What follows belongs to an exercise in optimizing a design on an open flow for small area, a short achievable clock period and few clock cycles per item; a production flow would make more cautious choices. RTL that was checked went through simulation tests only; none was proved equivalent to the original. No activity file was given, so power comes from the tool's default toggle rates.

Setup of north:
// top
module top(clk, rst, start, i, socin1, socin2, socin3, socin4,
           socout1, socout2, socout3, socout4, outReady);
Settings: LEC_CHECK=0, CAP_MARGIN=20, CORE_MARGIN=2, CORE_UTILIZATION=40, PLACE_DENSITY=0.6, SETUP_SLACK_MARGIN=2.0, SLEW_MARGIN=20; clock period 5.0 ns.
run.sh (not shown) runs the stock make flow with config.mk's settings and CLKGATE_MAP_FILE= SYNTH_SCRIPT=/design/flow/synth_recipe.tcl, a recipe that flattens the netlist after the stock synthesis.
#### Input delta (south over north)
- a change of SETUP_SLACK_MARGIN from 2.0 to 2.4
Lower final worst-path cycle share goes to south over north. north and south ended up with nearly the same wire length. Row clock network power share: south lower / north higher. For worst-case headroom to the max-slew limit, south and north come out practically identical. south falls short of north in total power of the final layout. Delta (south minus north): first-pass GRT wire length increased 1.1 mm; wire length per cell decreased 0.71%. south: signed area change from the synthesized netlist to the final layout 3.7 points above north. Worst hold slack delta for south relative to north: 0.0091 ns higher.
No run of this note included a check of the RTL's function; only the layout flow was run.


The RTL this note starts from:
==> flow/design.v <==
module top(clk, rst, start, i, socin1, socin2, socin3, socin4,
           socout1, socout2, socout3, socout4, outReady);
  input clk, rst, start, i;
  input socin1, socin2, socin3, socin4;
  output socout1, socout2, socout3, socout4;
  output reg outReady;
  reg [5:0] cnt;            
  reg [9:0] rt;             
  reg       colf;           
  reg [12:0] c;             
  reg [9:0]  tpos_lo;       
  reg [1:0]  tpos_hi;
  reg [1:0]  tcar;
  reg [12:0] tneg;          
  reg sh_c, sh_s, tpos_acc, tpos_fin, jcalc, first, r_init;
  reg m_s, m_n, m_p, horner, out_fix, out_sh;
  wire [12:0] c_n  = sh_c ? {i, c[12:1]} : c;
  wire        ng   = c[12];
  wire        ng_n = c_n[12];
  wire [9:0] sv1, sv2, sv3, sv4;      
  wire q1, q2, q3, q4;                
  wire o1, o2, o3, o4;                
  wire [9:0] all_m, g1, g2, g3, g4;
  genvar m;
  generate for (m = 0; m < 10; m = m + 1) begin : th
    if (m == 0) begin : m0
      assign g1[0] = |sv1[9:1]; assign g2[0] = |sv2[9:1];
      assign g3[0] = |sv3[9:1]; assign g4[0] = |sv4[9:1];
    end else if (m == 9) begin : m9
      assign g1[9] = sv1[9] & |sv1[8:0]; assign g2[9] = sv2[9] & |sv2[8:0];
      assign g3[9] = sv3[9] & |sv3[8:0]; assign g4[9] = sv4[9] & |sv4[8:0];
    end else begin : mm
      assign g1[m] = |sv1[9:m+1] | (sv1[m] & |sv1[m-1:0]);
      assign g2[m] = |sv2[9:m+1] | (sv2[m] & |sv2[m-1:0]);
      assign g3[m] = |sv3[9:m+1] | (sv3[m] & |sv3[m-1:0]);
      assign g4[m] = |sv4[9:m+1] | (sv4[m] & |sv4[m-1:0]);
    end
    assign all_m[m] = (g1[m] | !g1[0]) & (g2[m] | !g2[0]) & (g3[m] | !g3[0]) & (g4[m] | !g4[0]);
  end endgenerate
  wire [9:0] r0q = {10{first}} & rt & ~{rt[8:0], 1'b0};
  wire in_rec = (cnt >= 6'd13) & (cnt <= 6'd15);
  wire init   = (cnt == 6'd15) & (!ng | ((rt == 10'd0) & !colf));
  wire itf    = in_rec & (rt != 10'd0) & !init;
  wire [5:0] cnt_n = (cnt == 6'd0) ? {5'd0, start} :
                     (cnt == 6'd15) ? (init ? 6'd24 : 6'd15) :
                     (cnt == 6'd48) ? 6'd0 : cnt + 6'd1;
  wire [9:0] rt_n = jcalc ? {1'b1, ~all_m[9:1]} : itf ? {rt[8:0], 1'b0} : rt;
  wire colf_n = itf;
  wire in_rec_n = (cnt_n >= 6'd13) & (cnt_n <= 6'd15);
  wire rcnz_n   = jcalc | (itf ? |rt[8:0] : |rt);
  wire init_n   = (cnt_n == 6'd15) & (!ng_n | (!rcnz_n & !colf_n));
  wire itf_n    = in_rec_n & rcnz_n & !init_n;
  always @(posedge clk) begin
    rt       <= rt_n;
    colf     <= colf_n;
  end
  always @(posedge clk) begin
    if (rst) begin
      cnt <= 6'd0;
      {sh_c, sh_s, tpos_acc, tpos_fin, jcalc, first, r_init} <= 7'd0;
      {m_s, m_n, m_p, horner, out_fix, out_sh, outReady} <= 7'd0;
    end else begin
    cnt      <= cnt_n;
    sh_c     <= (cnt_n >= 6'd2)  & (cnt_n <= 6'd14);
    sh_s     <= (cnt_n >= 6'd2)  & (cnt_n <= 6'd11);
    tpos_acc <= (cnt_n >= 6'd3)  & (cnt_n <= 6'd12);
    tpos_fin <= (cnt_n == 6'd12);
    jcalc    <= (cnt_n == 6'd12);
    r_init   <= init_n;
    first    <= jcalc;
    m_s      <= itf_n;
    m_n      <= ng_n & (cnt_n >= 6'd15) & !itf_n;
    m_p      <= !ng_n & (cnt_n >= 6'd15);
    horner   <= (cnt_n >= 6'd24) & (cnt_n <= 6'd35);
    out_fix  <= (cnt_n == 6'd36);
    out_sh   <= (cnt_n >= 6'd37) & (cnt_n <= 6'd47);
    outReady <= (cnt_n >= 6'd36) & (cnt_n <= 6'd47);
    end
  end
  always @(posedge clk) c <= c_n;
  wire [2:0] ssum = sv1[9] + sv2[9] + sv3[9] + sv4[9] + tcar;
  always @(posedge clk) begin
    if (sh_c & !tpos_acc) tcar <= 2'd0;
    else if (tpos_acc) begin
      tcar <= ssum[2:1];
      tpos_lo <= {ssum[0], tpos_lo[9:1]};
      if (tpos_fin) tpos_hi <= ssum[2:1];
    end
  end
  wire [2:0] pc  = q1 + q2 + q3 + q4;
  wire [2:0] pco = o1 + o2 + o3 + o4;
  reg [12:0] tinit;         
  integer b;
  always @(*) begin
    tinit = 13'd0;
    for (b = 0; b < 10; b = b + 1)
      tinit = tinit | (({10'd0, pco} << b) & {13{r0q[b]}});
  end
  wire [12:0] tsum;
  PADD #(12) tadd(.a(tneg[11:0]), .b({10'd0, pc[2:1]}), .ci(1'b0), .s(tsum[12:1]), .co());
  assign tsum[0] = pc[0];
  always @(posedge clk) begin
    if (first) tneg <= tinit;
    else if (colf) tneg <= tsum;
  end
  wire [12:0] T = ({13{m_n}} & tneg) | ({13{m_p}} & {1'b0, tpos_hi, tpos_lo});
  UNIT u1(clk, socin1, sh_s, jcalc, first, r0q, r_init, colf, m_s, horner, out_fix, out_sh, ng, c, T, sv1, q1, o1, socout1);
  UNIT u2(clk, socin2, sh_s, jcalc, first, r0q, r_init, colf, m_s, horner, out_fix, out_sh, ng, c, T, sv2, q2, o2, socout2);
  UNIT u3(clk, socin3, sh_s, jcalc, first, r0q, r_init, colf, m_s, horner, out_fix, out_sh, ng, c, T, sv3, q3, o3, socout3);
  UNIT u4(clk, socin4, sh_s, jcalc, first, r0q, r_init, colf, m_s, horner, out_fix, out_sh, ng, c, T, sv4, q4, o4, socout4);
endmodule
module UNIT(clk, sin, sh_s, jcalc, first, r0, r_init, qcol, m_s, horner, out_fix, out_sh, ng, c, T,
            s, qr, one, out);
  input clk, sin, sh_s, jcalc, first, r_init, qcol, m_s, horner, out_fix, out_sh, ng;
  input [9:0] r0;
  input [12:0] c;
  input [12:0] T;
  output [9:0] s;
  output qr, out;
  output reg one;           
  reg [24:0] S;             
  reg [13:0] R;             
  assign s = S[24:15];
  reg    valq;              
  always @(posedge clk) if (jcalc) begin one <= (s == 10'd1); valq <= |s[9:1]; end
  assign out = S[11];
  wire q  = !R[13];                   
  assign qr = q & valq;
  wire [12:0] M   = ({13{m_s}} & {3'b000, s}) | T;
  wire [10:0] w   = ng ? {one, S[9:0]} : {1'b0, s};
  wire [13:0] X   = r_init ? {3'b000, w} : {R[12:0] | {3'b000, r0}, 1'b0};
  wire        sub = r_init | q;
  wire [13:0] Rn;
  PADD #(14) radd(.a(X), .b({1'b0, M} ^ {14{sub}}), .ci(sub), .s(Rn), .co());
  always @(posedge clk) R <= jcalc ? 14'd0 : Rn;
  reg  [1:0]  d;
  reg         sp;
  wire [14:0] lo;
  PADD #(14) ladd(.a({1'b0, S[12:0]}), .b({2'b00, c[12:1] & {12{q}}}), .ci(1'b0), .s(lo[14:1]), .co());
  assign lo[0] = c[0] & q;
  wire [11:0] e   = sp ? ((d == 2'd0) ? 12'hfff : {10'd0, d - 2'd1}) : {10'd0, d};
  wire [11:0] hx;
  PADD #(12) hadd(.a(S[24:13]), .b(e), .ci(1'b0), .s(hx), .co());
  always @(posedge clk) begin
    if (r_init) begin d <= 2'd0; sp <= 1'b0; end
    else if (horner) begin d <= lo[14:13]; sp <= q & c[12]; end
  end
  always @(posedge clk) begin
    if (horner) S[24:15] <= hx[10:1];
    else if (sh_s) S[24:15] <= {sin, S[24:16]};
    else if (r_init) S[24:15] <= 10'd0;
    else if (out_fix) S[24:15] <= {hx[11], hx[11:3]};
    else if (out_sh) S[24:15] <= {S[24], S[24:16]};
  end
  always @(posedge clk) begin
    if (horner) S[14:0] <= {hx[0], 1'b0, lo[12:0]};
    else if (r_init) S[14:0] <= 15'd0;
    else if (first) S[14:0] <= {S[15:11], 10'd0};
    else if (qcol) S[14:0] <= {S[15:11], S[8:0], qr};
    else if (out_fix) S[14:0] <= {hx[2:0], S[12:1]};
    else S[14:0] <= S[15:1];
  end
endmodule
module PADD #(parameter N = 8, parameter L = 4) (a, b, ci, s, co);    
  input  [N-1:0] a, b;
  input  ci;
  output [N-1:0] s;
  output co;
  wire [N:0] g [0:L];
  wire [N:0] p [0:L];
  assign g[0][0] = ci;
  assign p[0][0] = 1'b0;
  assign g[0][N:1] = a & b;
  assign p[0][N:1] = a ^ b;
  genvar l, i;
  generate for (l = 0; l < L; l = l + 1) begin : lv
    for (i = 0; i <= N; i = i + 1) begin : cl
      if (((i >> l) & 1) == 1) begin : mrg
        localparam J = ((i >> l) << l) - 1;
        if (J < (1 << l)) begin : gray
          PG_G u(.gh(g[l][i]), .ph(p[l][i]), .gl(g[l][J]), .g(g[l+1][i]));
          assign p[l+1][i] = 1'b0;
        end else begin : black
          PG_B u(.gh(g[l][i]), .ph(p[l][i]), .gl(g[l][J]), .pl(p[l][J]), .g(g[l+1][i]), .p(p[l+1][i]));
        end
      end else begin : pass
        assign g[l+1][i] = g[l][i];
        assign p[l+1][i] = p[l][i];
      end
    end
  end endgenerate
  assign s  = p[0][N:1] ^ g[L][N-1:0];
  assign co = g[L][N];
endmodule
module PG_G(gh, ph, gl, g);
  input gh, ph, gl;
  output g;
  assign g = gh | (ph & gl);
endmodule
module PG_B(gh, ph, gl, pl, g, p);
  input gh, ph, gl, pl;
  output g, p;
  assign g = gh | (ph & gl);
  assign p = ph & pl;
endmodule
clock: 5.0 ns
lec_check: 0
cap_margin: 20
core_margin: 2
core_utilization: 40
cts_cluster_diameter: 100
cts_cluster_size: 25
place_density: 0.6
setup_slack_margin: 1.7
slew_margin: 20
Testbench counts at the start, summed over its fixed seeds: cycles 21,091, items 512.
Next try:
Settings changed: CAP_MARGIN 20 to 5, CTS_CLUSTER_DIAMETER 100 to unset, CTS_CLUSTER_SIZE 25 to unset, SETUP_SLACK_MARGIN 1.7 to 1.8, SLEW_MARGIN 20 to 5.
=>
- The changed run went through all stages and came out clean
- maximum frequency rises by 2.9%
- combinational power rose by about 4.7%
- wire length climbs by 1.6%
- die area stays the same
- synthesized cell count stays the same
- cell area rises by 5.5%
Next try:
Settings changed: CAP_MARGIN 5 to 20, SETUP_SLACK_MARGIN 1.8 to 2.0, SLEW_MARGIN 5 to 20.
The new run passed the timing, design-rule and antenna checks.
Area after synthesis does not change.
Die area stays the same.
Routed wire length went up by 3.6%.
Via count went up by 3.5%.
Register-to-register slack gains 0.04 ns.
Sequential share of layout area went down by 1.7 points.
Global-route usage went up by 0.38 points.
Worst setup slack gains 0.045 ns.
Power went up by 8.2%.
Next try:
Settings changed: CORE_UTILIZATION 40 to 55, PLACE_DENSITY 0.6 to 0.8, SETUP_SLACK_MARGIN 2.0 to 1.8.
Effect:
- The changed run went through all stages and came out clean
- sequential share of layout area goes up by 1.7 points
- fmax goes down by about 5%
- via count goes up by 0.66%

[port drivers added, routing unchanged]
In the flow no input, the clock included, has a driving cell. The finished layouts below were timed again as built, in two steps. Step 1, drivers: a clkbuf_16 drives clk and a buf_2 each remaining input, both assumed. Step 2 moves the port delays by t, midway between the first and last clock arrival at a register: inputs arrive t later, outputs are due t later. That takes back most of the time a late clock gives input paths. a / b / c = ideal ports / drivers / drivers and shift; a / b = the first two.
run	shift t [ns]	slack for setup (ns)	worst setup path after step 2	worst register clock-pin slew, ns
north	0.662	1.279 / 1.279 / 1.279	register to register	0.07 / 0.07
south	0.647	1.373 / 1.373 / 1.373	register to register	0.06 / 0.06
the first run of note 2	0.577	1.780 / 1.780 / 1.780	register to register	0.12 / 0.12
the second run of note 2	0.629	1.872 / 1.872 / 1.872	register to register	0.06 / 0.06
the third run of note 2	0.637	1.916 / 1.916 / 1.916	register to register	0.07 / 0.07
the fourth run of note 2	0.621	1.757 / 1.757 / 1.757	register to register	0.07 / 0.07
After both steps setup and hold are still met in every run listed.
